Context: an optimization exercise on an open-source flow, tuned for small area. The choices shown serve that exercise and are no tape-out recipe.
RTL that was checked went through simulation tests only; none was proved equivalent to the original.
Power is estimated from default activity; no workload was simulated.

Design ahb, start of the top module:
module ahb (
            hclk
           ,hresetn
           ,htrans
           ,haddr
           ,hwdata
           ,hready_in
           ,hsel
           ,hwrite
           ,hsize
           ,hresp
           ,hready_out
           ,hrdata
           ,frame_num
           ,sample_in_frame
           ,com_2_ovl
           ,max_point_fft_core
           ,alpha
           ,quarter
           ,fft_num
           ,fft_stage_number
           ,mel_num
           ,cep_num
           ,trigger
           );
export LEC_CHECK = 0
export CAP_MARGIN = 20
export CORE_MARGIN = 2
export CORE_UTILIZATION = 55
export CTS_BUF_LIST = sky130_fd_sc_hd__clkbuf_16
export CTS_CLUSTER_DIAMETER = 80
export CTS_CLUSTER_SIZE = 24
export SLEW_MARGIN = 20
export SYNTH_HIERARCHICAL = 1
create_clock -name core_clock -period 10.0 [get_ports {hclk}]
standard.sh (not shown) runs the stock make flow with config.mk's settings and CLKGATE_MAP_FILE= SYNTH_SCRIPT=/design/flow/synth_recipe.tcl, a recipe that flattens the netlist after the stock synthesis.
==> flow/flow/run.sh <==
#!/bin/bash
# Standard ORFS layout, but the port buffers are the smallest buffer
# (sky130_fd_sc_hd__buf_1) instead of the one buffer_ports picks itself.
set -euo pipefail
bash standard.sh 'BUFFER_PORTS_ARGS=-buffer_cell sky130_fd_sc_hd__buf_1' finish > make_finish.log 2>&1
Edit:
--- a/flow/config.mk
+++ b/flow/config.mk
@@ -10,4 +10 @@
-export CORE_UTILIZATION = 55
-export CTS_BUF_LIST = sky130_fd_sc_hd__clkbuf_16
-export CTS_CLUSTER_DIAMETER = 80
-export CTS_CLUSTER_SIZE = 24
+export CORE_UTILIZATION = 40
Result: The changed run passed the timing, DRC and antenna checks; final area rose by about 5.5%; die area rose by about 36%; clock skew fell by 0.011 ns; non-clock buffer count rose by 6; register-to-register slack is worse by 0.02 ns.
Edit:
==> flow/flow/run.sh (replaced) <==
#!/bin/bash
# Standard ORFS layout, with the smallest buffer (sky130_fd_sc_hd__buf_1)
# on every port and a clock tree built without dummy loads.
set -euo pipefail
CTS="-sink_clustering_enable -repair_clock_nets -dont_use_dummy_load -buf_list sky130_fd_sc_hd__clkbuf_16 -sink_clustering_size 28 -sink_clustering_max_diameter 90"
bash standard.sh 'BUFFER_PORTS_ARGS=-buffer_cell sky130_fd_sc_hd__buf_1' "CTS_ARGS=$CTS" finish > make_finish.log 2>&1
--- a/flow/config.mk
+++ b/flow/config.mk
@@ -8 +8 @@
-export CAP_MARGIN = 20
+export CAP_MARGIN = 0
@@ -10,2 +10,2 @@
-export CORE_UTILIZATION = 40
-export SLEW_MARGIN = 20
+export CORE_UTILIZATION = 45
+export SLEW_MARGIN = 0
Worst setup slack gains 0.32 ns.
Cell count fell by a few percent.
Global-route usage rose by 1.4 points.
Non-clock buffer count fell by 3.
Sequential power barely changes.
Fmax rose by a few percent.
Edit:
--- a/flow/flow/run.sh
+++ b/flow/flow/run.sh
@@ -5 +5 @@
-CTS="-sink_clustering_enable -repair_clock_nets -dont_use_dummy_load -buf_list sky130_fd_sc_hd__clkbuf_16 -sink_clustering_size 28 -sink_clustering_max_diameter 90"
+CTS="-sink_clustering_enable -repair_clock_nets -dont_use_dummy_load -buf_list sky130_fd_sc_hd__clkbuf_16 -sink_clustering_size 30 -sink_clustering_max_diameter 100"
--- a/flow/config.mk
+++ b/flow/config.mk
@@ -10 +10 @@
-export CORE_UTILIZATION = 45
+export CORE_UTILIZATION = 55
The changed run completed with no timing, DRC or antenna violations.
Synthesized cell count does not change.
Flip-flop and latch count does not change.
Area after synthesis stays the same.
Edit:
==> flow/flow/run.sh (replaced) <==
#!/bin/bash
# Standard ORFS layout, but the port buffers are the smallest buffer
# (sky130_fd_sc_hd__buf_1) instead of the one buffer_ports picks itself.
set -euo pipefail
bash standard.sh 'BUFFER_PORTS_ARGS=-buffer_cell sky130_fd_sc_hd__buf_1' finish > make_finish.log 2>&1
--- a/flow/config.mk
+++ b/flow/config.mk
@@ -8 +8 @@
-export CAP_MARGIN = 0
+export CAP_MARGIN = 20
@@ -11 +11,4 @@
-export SLEW_MARGIN = 0
+export CTS_BUF_LIST = sky130_fd_sc_hd__clkbuf_8
+export CTS_CLUSTER_DIAMETER = 60
+export CTS_CLUSTER_SIZE = 14
+export SLEW_MARGIN = 20
Setup slack degrades by 0.25 ns.
Cell area rises by 2.4%.
Wire length rises by 1.4%.
Area after synthesis stays the same.
Hold slack degrades by 0.0056 ns.
Synthesized cell count does not change.
Total power rises by 3.4%.
Non-clock buffer count rises by 9.
Die area stays the same.
Edit:
--- a/flow/config.mk
+++ b/flow/config.mk
@@ -10,4 +10,2 @@
-export CORE_UTILIZATION = 55
-export CTS_BUF_LIST = sky130_fd_sc_hd__clkbuf_8
-export CTS_CLUSTER_DIAMETER = 60
-export CTS_CLUSTER_SIZE = 14
+export CORE_UTILIZATION = 70
+export CTS_BUF_LIST = sky130_fd_sc_hd__clkbuf_4
Result: The new run finished with timing, DRC and antenna clean. Global-route usage grows by 11 points. Setup slack improves by 0.017 ns. Critical path depth is lower by 1. Total power climbs by about a fifth.

amber:
ahb, a different RTL version from the one above (not shown whole).
Size in the first run: roughly 870 cells after synthesis, ~330 flip-flops, about 410 I/O pins, about 0.013 mm² of cells after synthesis.
clock: 10.0 ns
lec_check: 0
cap_margin: 0
core_margin: 2
core_utilization: 72
slew_margin: 0
synth_hierarchical: 1
==> flow/flow/run.sh <==
#!/bin/bash
# Standard ORFS layout, with the smallest buffer (sky130_fd_sc_hd__buf_1)
# on every port and a clock tree built without dummy loads.
set -euo pipefail
CTS="-sink_clustering_enable -repair_clock_nets -dont_use_dummy_load -buf_list sky130_fd_sc_hd__clkbuf_16 -root_buf sky130_fd_sc_hd__clkbuf_4 -tree_buf sky130_fd_sc_hd__clkbuf_4 -sink_clustering_size 28 -sink_clustering_max_diameter 150"
bash standard.sh 'BUFFER_PORTS_ARGS=-buffer_cell sky130_fd_sc_hd__buf_1' "CTS_ARGS=$CTS" finish > make_finish.log 2>&1
Inputs modified between amber and fjord:
# amber
export LEC_CHECK = 0
export CAP_MARGIN = 0
export CORE_MARGIN = 2
export CORE_UTILIZATION = 72
export SLEW_MARGIN = 0
export SYNTH_HIERARCHICAL = 1
create_clock -name core_clock -period 10.0 [get_ports {hclk}]
# fjord
export LEC_CHECK = 0
export CAP_MARGIN = 0
export CORE_MARGIN = 2
export CORE_UTILIZATION = 55
export SLEW_MARGIN = 0
export SYNTH_HIERARCHICAL = 1
create_clock -name core_clock -period 10.0 [get_ports {hclk}]
==> flow/flow/run.sh <==
#!/bin/bash
# Standard ORFS layout, with the smallest buffer (sky130_fd_sc_hd__buf_1)
# on every port and a clock tree built without dummy loads.
set -euo pipefail
CTS="-sink_clustering_enable -repair_clock_nets -dont_use_dummy_load -buf_list sky130_fd_sc_hd__clkbuf_16 -sink_clustering_size 28 -sink_clustering_max_diameter 90"
bash standard.sh 'BUFFER_PORTS_ARGS=-buffer_cell sky130_fd_sc_hd__buf_1' "CTS_ARGS=$CTS" finish > make_finish.log 2>&1
## What came out
- fjord went all the way through synthesis, placement and routing and the layout is clean on timing, DRC and antenna.
- Number of rows created at floorplan (fjord over amber): increase, 7
- Between amber and fjord, routed wire length increased.
- amber -> fjord: clock input transition at the sequential cells of the worst setup and hold paths flat
- From amber to fjord the numbers moved as follows: maximum frequency moved up, cell count saw an increase, via count down 5.7%.
The following lists how onyx was set up differently from fjord:
# fjord
export LEC_CHECK = 0
export CAP_MARGIN = 0
export CORE_MARGIN = 2
export CORE_UTILIZATION = 55
export SLEW_MARGIN = 0
export SYNTH_HIERARCHICAL = 1
create_clock -name core_clock -period 10.0 [get_ports {hclk}]
# onyx
export LEC_CHECK = 0
export CAP_MARGIN = 0
export CORE_MARGIN = 2
export CORE_UTILIZATION = 65
export PLACE_DENSITY = 0.85
export SLEW_MARGIN = 0
export SYNTH_HIERARCHICAL = 1
create_clock -name core_clock -period 10.0 [get_ports {hclk}]
==> flow/flow/run.sh <==
#!/bin/bash
# Standard ORFS layout, with the smallest buffer (sky130_fd_sc_hd__buf_1)
# on every port and a clock tree built without dummy loads.
set -euo pipefail
CTS="-sink_clustering_enable -repair_clock_nets -dont_use_dummy_load -buf_list sky130_fd_sc_hd__clkbuf_16 -root_buf sky130_fd_sc_hd__clkbuf_4 -tree_buf sky130_fd_sc_hd__clkbuf_4 -sink_clustering_size 28 -sink_clustering_max_diameter 150"
bash standard.sh 'BUFFER_PORTS_ARGS=-buffer_cell sky130_fd_sc_hd__buf_1' "CTS_ARGS=$CTS" finish > make_finish.log 2>&1
Notes after the runs:
onyx ended up with a higher total met3 wirelength after detailed routing than fjord did.
Route | onyx vs fjord | wire shorter in onyx
~same worst hold path stage count in fjord and onyx
For zinc, these inputs were changed with respect to onyx:
# onyx
export LEC_CHECK = 0
export CAP_MARGIN = 0
export CORE_MARGIN = 2
export CORE_UTILIZATION = 65
export PLACE_DENSITY = 0.85
export SLEW_MARGIN = 0
export SYNTH_HIERARCHICAL = 1
create_clock -name core_clock -period 10.0 [get_ports {hclk}]
# zinc
export LEC_CHECK = 0
export CAP_MARGIN = 0
export CORE_MARGIN = 2
export CORE_UTILIZATION = 65
export SLEW_MARGIN = 0
export SYNTH_HIERARCHICAL = 1
create_clock -name core_clock -period 10.0 [get_ports {hclk}]
==> flow/flow/run.sh <==
#!/bin/bash
# Standard ORFS layout, with the smallest buffer (sky130_fd_sc_hd__buf_1)
# on every port and a clock tree built without dummy loads.
set -euo pipefail
CTS="-sink_clustering_enable -repair_clock_nets -dont_use_dummy_load -buf_list sky130_fd_sc_hd__clkbuf_16 -sink_clustering_size 28 -sink_clustering_max_diameter 90"
bash standard.sh 'BUFFER_PORTS_ARGS=-buffer_cell sky130_fd_sc_hd__buf_1' "CTS_ARGS=$CTS" finish > make_finish.log 2>&1
==> comparison <==
zinc vs onyx: length of the first detailed-routing pass in iterations up
Relative to onyx, detailed-route wire length per cell has gone up in zinc.
Changes observed in zinc relative to onyx: number of filler instances in the final layout went up; relative contribution of sequential cells to total power went down; largest vdd supply drop went down; wire length after detailed routing went up.
Going from onyx to zinc, post-route non-filler standard cell count shrank by 10; hold path depth held steady.

ahb, a different RTL version from the one above (not shown whole).
Size in the first run: about 1100 cells after synthesis, ~330 flip-flops, roughly 410 I/O pins.
clock: 10.0 ns
lec_check: 0
cap_margin: 20
core_margin: 2
core_utilization: 40
slew_margin: 20
==> flow/flow/run.sh <==
#!/bin/bash
# Standard ORFS layout, but the port buffers are the smallest buffer
# (sky130_fd_sc_hd__buf_1) instead of the one buffer_ports picks itself.
set -euo pipefail
bash standard.sh 'BUFFER_PORTS_ARGS=-buffer_cell sky130_fd_sc_hd__buf_1' finish > make_finish.log 2>&1
The baseline went through all stages and came out clean.
==> next run, changes <==
==> flow/run.sh (new file) <==
#!/bin/bash
# synth_recipe.tcl (not shown) runs the flow's synth.tcl, then flattens the netlist and writes it again
# the make line also repeats each setting of config.mk as NAME=value (left out here)
make -C /OpenROAD-flow-scripts/flow DESIGN_CONFIG=/design/flow/config.mk WORK_HOME=/design/flow/orfs CLKGATE_MAP_FILE= SYNTH_SCRIPT=/design/flow/synth_recipe.tcl finish
removed: flow/flow/run.sh
removed: flow/standard.sh
The new run completed without violations.
Cell count is about the same.
Final area rises by about 15%.
Utilization increases by 7.1 points.
Count of clock-buffer cells in the layout increases by 5.
Power rose by 3.2%.
Clock skew barely changes.
No run of this note included a check of the RTL's function; only the layout flow was run.

== alpha ==
The RTL this note starts from:
==> flow/design.v <==
module ahb (
            hclk
           ,hresetn
           ,htrans
           ,haddr
           ,hwdata
           ,hready_in
           ,hsel
           ,hwrite
           ,hsize
           ,hresp
           ,hready_out
           ,hrdata
           ,frame_num
           ,sample_in_frame
           ,com_2_ovl
           ,max_point_fft_core
           ,alpha
           ,quarter
           ,fft_num
           ,fft_stage_number
           ,mel_num
           ,cep_num
           ,trigger
           );
input hclk;                       
input hresetn;                    
input [1:0]htrans;
input [11:0]haddr;
input [31:0]hwdata;
input hready_in;
input hsel;
input hwrite;
input [2:0]hsize;
output [1:0]hresp;
output hready_out;
output [31:0]hrdata;
output [31:0]frame_num;            
output [31:0]sample_in_frame;      
output [31:0]com_2_ovl;            
output [31:0]max_point_fft_core;   
output [31:0]alpha;                
output [31:0]quarter;              
output [31:0]fft_num;              
output [31:0]fft_stage_number;     
output [31:0]mel_num;              
output [31:0]cep_num;              
output trigger;                    
wire [31:0]hrdata;
reg [31:0]frame_num;
reg [31:0]sample_in_frame;
reg [31:0]com_2_ovl;
reg [31:0]max_point_fft_core;
reg [31:0]alpha;
reg [31:0]quarter;
reg [31:0]fft_num;
reg [31:0]fft_stage_number;
reg [31:0]mel_num;
reg [31:0]cep_num;
reg trigger;
reg [3:0]addr_q;
reg wr_q;
wire xfer = htrans[1] & hready_in & hsel;
always @(posedge hclk) begin
  addr_q <= haddr[3:0] | {4{|haddr[11:4]}};
end
always @(posedge hclk or negedge hresetn) begin
  if (!hresetn) wr_q <= 1'b0;
  else          wr_q <= xfer & hwrite & (hsize == 3'b010);
end
wire [10:0]sel;
wire [10:0]we;
wire [10:0]nwe;
ahb_dec u_dec (.a(addr_q), .w(wr_q), .sel(sel), .we(we), .nwe(nwe));
wire [31:0]rv [0:9];
wire [31:0]nx [0:9];
assign rv[0] = frame_num;
assign rv[1] = sample_in_frame;
assign rv[2] = com_2_ovl;
assign rv[3] = max_point_fft_core;
assign rv[4] = alpha;
assign rv[5] = quarter;
assign rv[6] = fft_num;
assign rv[7] = fft_stage_number;
assign rv[8] = mel_num;
assign rv[9] = cep_num;
genvar k, i;
generate
  for (k = 0; k < 10; k = k + 1) begin : g_reg
    for (i = 0; i < 32; i = i + 1) begin : g_bit
      ahb_wmux u_wm (.s(we[k]), .sn(nwe[k]), .d(hwdata[i]), .q(rv[k][i]), .y(nx[k][i]));
    end
  end
endgenerate
wire nx_trigger;
ahb_wmux u_wm_trig (.s(we[10]), .sn(nwe[10]), .d(hwdata[0]), .q(trigger), .y(nx_trigger));
always @(posedge hclk or negedge hresetn) begin
  if (!hresetn) begin
    frame_num          <= 32'b0;
    sample_in_frame    <= 32'b0;
    com_2_ovl          <= 32'b0;
    max_point_fft_core <= 32'b0;
    alpha              <= 32'b0;
    quarter            <= 32'b0;
    fft_num            <= 32'b0;
    fft_stage_number   <= 32'b0;
    mel_num            <= 32'b0;
    cep_num            <= 32'b0;
    trigger            <= 1'b0;
  end
  else begin
    frame_num          <= nx[0];
    sample_in_frame    <= nx[1];
    com_2_ovl          <= nx[2];
    max_point_fft_core <= nx[3];
    alpha              <= nx[4];
    quarter            <= nx[5];
    fft_num            <= nx[6];
    fft_stage_number   <= nx[7];
    mel_num            <= nx[8];
    cep_num            <= nx[9];
    trigger            <= nx_trigger;
  end
end
ahb_rmux11 u_rm0 (.s(sel), .d({trigger, rv[9][0], rv[8][0], rv[7][0], rv[6][0], rv[5][0], rv[4][0], rv[3][0], rv[2][0], rv[1][0], rv[0][0]}), .y(hrdata[0]));
generate
  for (i = 1; i < 32; i = i + 1) begin : g_rd
    ahb_rmux10 u_rm (.s(sel[9:0]), .d({rv[9][i], rv[8][i], rv[7][i], rv[6][i], rv[5][i], rv[4][i], rv[3][i], rv[2][i], rv[1][i], rv[0][i]}), .y(hrdata[i]));
  end
endgenerate
assign hresp = 2'b0;
assign hready_out = 1'b1;
endmodule
module ahb_dec (
  input  [3:0]a,
  input  w,
  output [10:0]sel,
  output [10:0]we,
  output [10:0]nwe
);
wire [3:0]lo;
wire [3:0]nlo;
wire [2:0]hi;
wire [2:0]nhi;
wire [2:0]hiw;
wire [2:0]nhiw;
genvar j, k;
generate
  for (j = 0; j < 4; j = j + 1) begin : g_lo
    assign lo[j]  = (a[1:0] == j);
    assign nlo[j] = ~lo[j];
  end
  for (j = 0; j < 3; j = j + 1) begin : g_hi
    assign hi[j]   = (a[3:2] == j);
    assign nhi[j]  = ~hi[j];
    assign hiw[j]  = hi[j] & w;
    assign nhiw[j] = ~hiw[j];
  end
  for (k = 0; k < 11; k = k + 1) begin : g
    ahb_nor2  u_sel (.a(nlo[k % 4]), .b(nhi[k / 4]),  .y(sel[k]));
    ahb_nor2  u_we  (.a(nlo[k % 4]), .b(nhiw[k / 4]), .y(we[k]));
    ahb_nand2 u_nwe (.a(lo[k % 4]),  .b(hiw[k / 4]),  .y(nwe[k]));
  end
endgenerate
endmodule
module ahb_nor2 (
  input  a,
  input  b,
  output y
);
assign y = ~(a | b);
endmodule
module ahb_nand2 (
  input  a,
  input  b,
  output y
);
assign y = ~(a & b);
endmodule
module ahb_wmux (
  input  s,
  input  sn,
  input  d,
  input  q,
  output y
);
assign y = (s & d) | (sn & q);
endmodule
module ahb_rmux10 (
  input  [9:0]s,
  input  [9:0]d,
  output y
);
wire [2:0]n;
ahb_aoi222 u_a0 (.a(s[2:0]), .b(d[2:0]), .y(n[0]));
ahb_aoi222 u_a1 (.a(s[5:3]), .b(d[5:3]), .y(n[1]));
ahb_aoi222 u_a2 (.a(s[8:6]), .b(d[8:6]), .y(n[2]));
assign y = ~(n[0] & n[1] & n[2] & ~(s[9] & d[9]));
endmodule
module ahb_rmux11 (
  input  [10:0]s,
  input  [10:0]d,
  output y
);
wire [2:0]n;
ahb_aoi222 u_a0 (.a(s[2:0]), .b(d[2:0]), .y(n[0]));
ahb_aoi222 u_a1 (.a(s[5:3]), .b(d[5:3]), .y(n[1]));
ahb_aoi222 u_a2 (.a(s[8:6]), .b(d[8:6]), .y(n[2]));
assign y = ~(n[0] & n[1] & n[2] & ~((s[9] & d[9]) | (s[10] & d[10])));
endmodule
module ahb_aoi222 (
  input  [2:0]a,
  input  [2:0]b,
  output y
);
assign y = ~|(a & b);
endmodule
==> flow/config.mk <==
export PLATFORM = sky130hd
export DESIGN_NAME = ahb
export DESIGN_NICKNAME = ahb
export VERILOG_FILES = /design/flow/design.v
export SDC_FILE = /design/flow/constraint.sdc
export NUM_CORES = 4
export LEC_CHECK = 0
export CAP_MARGIN = 0
export CORE_MARGIN = 2
export CORE_UTILIZATION = 65
export GPL_TIMING_DRIVEN = 0
export SLEW_MARGIN = 0
export SYNTH_HIERARCHICAL = 1
==> flow/constraint.sdc <==
create_clock -name core_clock -period 10.0 [get_ports {hclk}]
set_input_delay 2.0000 -clock core_clock [delete_from_list [all_inputs] [get_ports {hclk}]]
set_output_delay 2.0000 -clock core_clock [all_outputs]
set_load 0.01 [all_outputs]
==> flow/flow/run.sh <==
#!/bin/bash
# Standard ORFS layout, with the smallest buffer (sky130_fd_sc_hd__buf_1)
# on every port and a clock tree built without dummy loads.
set -euo pipefail
CTS="-sink_clustering_enable -repair_clock_nets -dont_use_dummy_load -buf_list sky130_fd_sc_hd__clkbuf_16 -root_buf sky130_fd_sc_hd__clkbuf_4 -tree_buf sky130_fd_sc_hd__clkbuf_4 -sink_clustering_size 28 -sink_clustering_max_diameter 150"
bash standard.sh 'BUFFER_PORTS_ARGS=-buffer_cell sky130_fd_sc_hd__buf_1' "CTS_ARGS=$CTS" finish > make_finish.log 2>&1
alpha: all stages complete, timing, DRC and antenna checks passed
For beta, these inputs were changed with respect to alpha:
- a change of CORE_UTILIZATION from 65 to 55
- a deleted GPL_TIMING_DRIVEN that had been 0
==> flow/flow/run.sh <==
#!/bin/bash
# Standard ORFS layout, with the smallest buffer (sky130_fd_sc_hd__buf_1)
# on every port and a clock tree built without dummy loads.
set -euo pipefail
CTS="-sink_clustering_enable -repair_clock_nets -dont_use_dummy_load -buf_list sky130_fd_sc_hd__clkbuf_16 -sink_clustering_size 34 -sink_clustering_max_diameter 60"
bash standard.sh 'BUFFER_PORTS_ARGS=-buffer_cell sky130_fd_sc_hd__buf_1' "CTS_ARGS=$CTS" finish > make_finish.log 2>&1
==> comparison <==
- Diff alpha -> beta: critical path depth now sits lower; number of global-route vias before repair now sits lower; internal power now sits higher.
- beta and alpha all finish clean.
- The higher chip height of beta and alpha is in beta.
- Across both runs, fraction of layout cells with a size suffix above 1 was lower for beta than for alpha.
- beta reports a higher worst clock skew than alpha does.
- In beta, post-placement cell count is higher than in alpha.
- Est. power | beta vs alpha | beta higher
- Where routed wire length is concerned, alpha is outperformed by beta.
Input changes introduced in gamma (baseline for comparison: beta):
- CORE_UTILIZATION changed from 55 to 65
==> flow/flow/run.sh <==
#!/bin/bash
# Standard ORFS layout, with the smallest buffer (sky130_fd_sc_hd__buf_1)
# on every port and a clock tree built without dummy loads.
set -euo pipefail
CTS="-sink_clustering_enable -repair_clock_nets -dont_use_dummy_load -buf_list sky130_fd_sc_hd__clkbuf_16 -root_buf sky130_fd_sc_hd__clkbuf_4 -tree_buf sky130_fd_sc_hd__clkbuf_4 -sink_clustering_size 28 -sink_clustering_max_diameter 150"
bash standard.sh 'BUFFER_PORTS_ARGS=-buffer_cell sky130_fd_sc_hd__buf_1' "CTS_ARGS=$CTS" finish > make_finish.log 2>&1
### Flow results
- Between gamma and beta, it is gamma whose worst hold slack is lower, by 3.0 ps.
- Compared with beta, gamma shows a higher global routing usage summed across all routing layers.
- When gamma is measured against beta, its post-placement setup slack turns out 120 ps higher.
- Summary of gamma over beta: data arrival time of the critical path now larger, total detailed-routing wirelength now smaller.
- [diff] final critical delay including setup and external delays, gamma relative to beta: regression
- In the metrics for gamma and beta, the one carrying the lower share of the core filled with cells in the final layout is beta.
- Compared with beta, gamma shows a higher multi-input combinational area share.
- Design area (gamma vs. beta) decreases slightly

-- separate check: timing with driven ports --
How much do the figures lean on ideal ports? The routed layouts below were timed once more, with nothing changed but the port constraints. Step 1 sets driving cells, clkbuf_16 on the clock port and buf_2 on the other inputs (assumed; they add their load-dependent delay and slew). Step 2 also shifts input and output timing later by t, the mid clock arrival at the registers, as if the neighbouring blocks saw the same clock. a / b / c = ideal ports / drivers / drivers and shift; a / b = the first two.
| run | t (ns) | setup slack, ns | clock arrival spread, ns | cell pins on the clock port's net |
|---|---|---|---|---|
| the first run of note 1 | 0.553 | 4.629 / 4.581 / 5.134 | 0.024 / 0.024 | 1 |
| the second run of note 1 | 0.549 | 4.554 / 4.503 / 5.052 | 0.012 / 0.012 | 1 |
| the third run of note 1 | 0.550 | 4.875 / 4.823 / 5.373 | 0.019 / 0.020 | 1 |
| the fourth run of note 1 | 0.540 | 4.757 / 4.709 / 5.249 | 0.039 / 0.039 | 1 |
| the fifth run of note 1 | 0.623 | 4.508 / 4.458 / 5.081 | 0.036 / 0.036 | 1 |
| the sixth run of note 1 | 0.734 | 4.525 / 4.479 / 5.213 | 0.048 / 0.047 | 1 |
| amber | 0.708 | 4.672 / 4.631 / 5.339 | 0.031 / 0.030 | 1 |
| fjord | 0.543 | 4.747 / 4.697 / 5.240 | 0.019 / 0.018 | 1 |
| onyx | 0.714 | 4.610 / 4.567 / 5.281 | 0.032 / 0.032 | 1 |
| zinc | 0.538 | 4.785 / 4.737 / 5.274 | 0.032 / 0.033 | 1 |
| the first run of note 3 | 0.596 | 4.225 / 4.174 / 4.770 | 0.016 / 0.016 | 1 |
| the second run of note 3 | 0.567 | 3.936 / 3.886 / 4.452 | 0.013 / 0.013 | 1 |
| alpha | 0.718 | 4.975 / 4.929 / 5.647 | 0.030 / 0.030 | 1 |
| beta | 0.560 | 4.763 / 4.714 / 5.274 | 0.067 / 0.067 | 1 |
| gamma | 0.733 | 4.569 / 4.523 / 5.256 | 0.033 / 0.032 | 1 |
After both steps setup and hold are still met in every run listed.
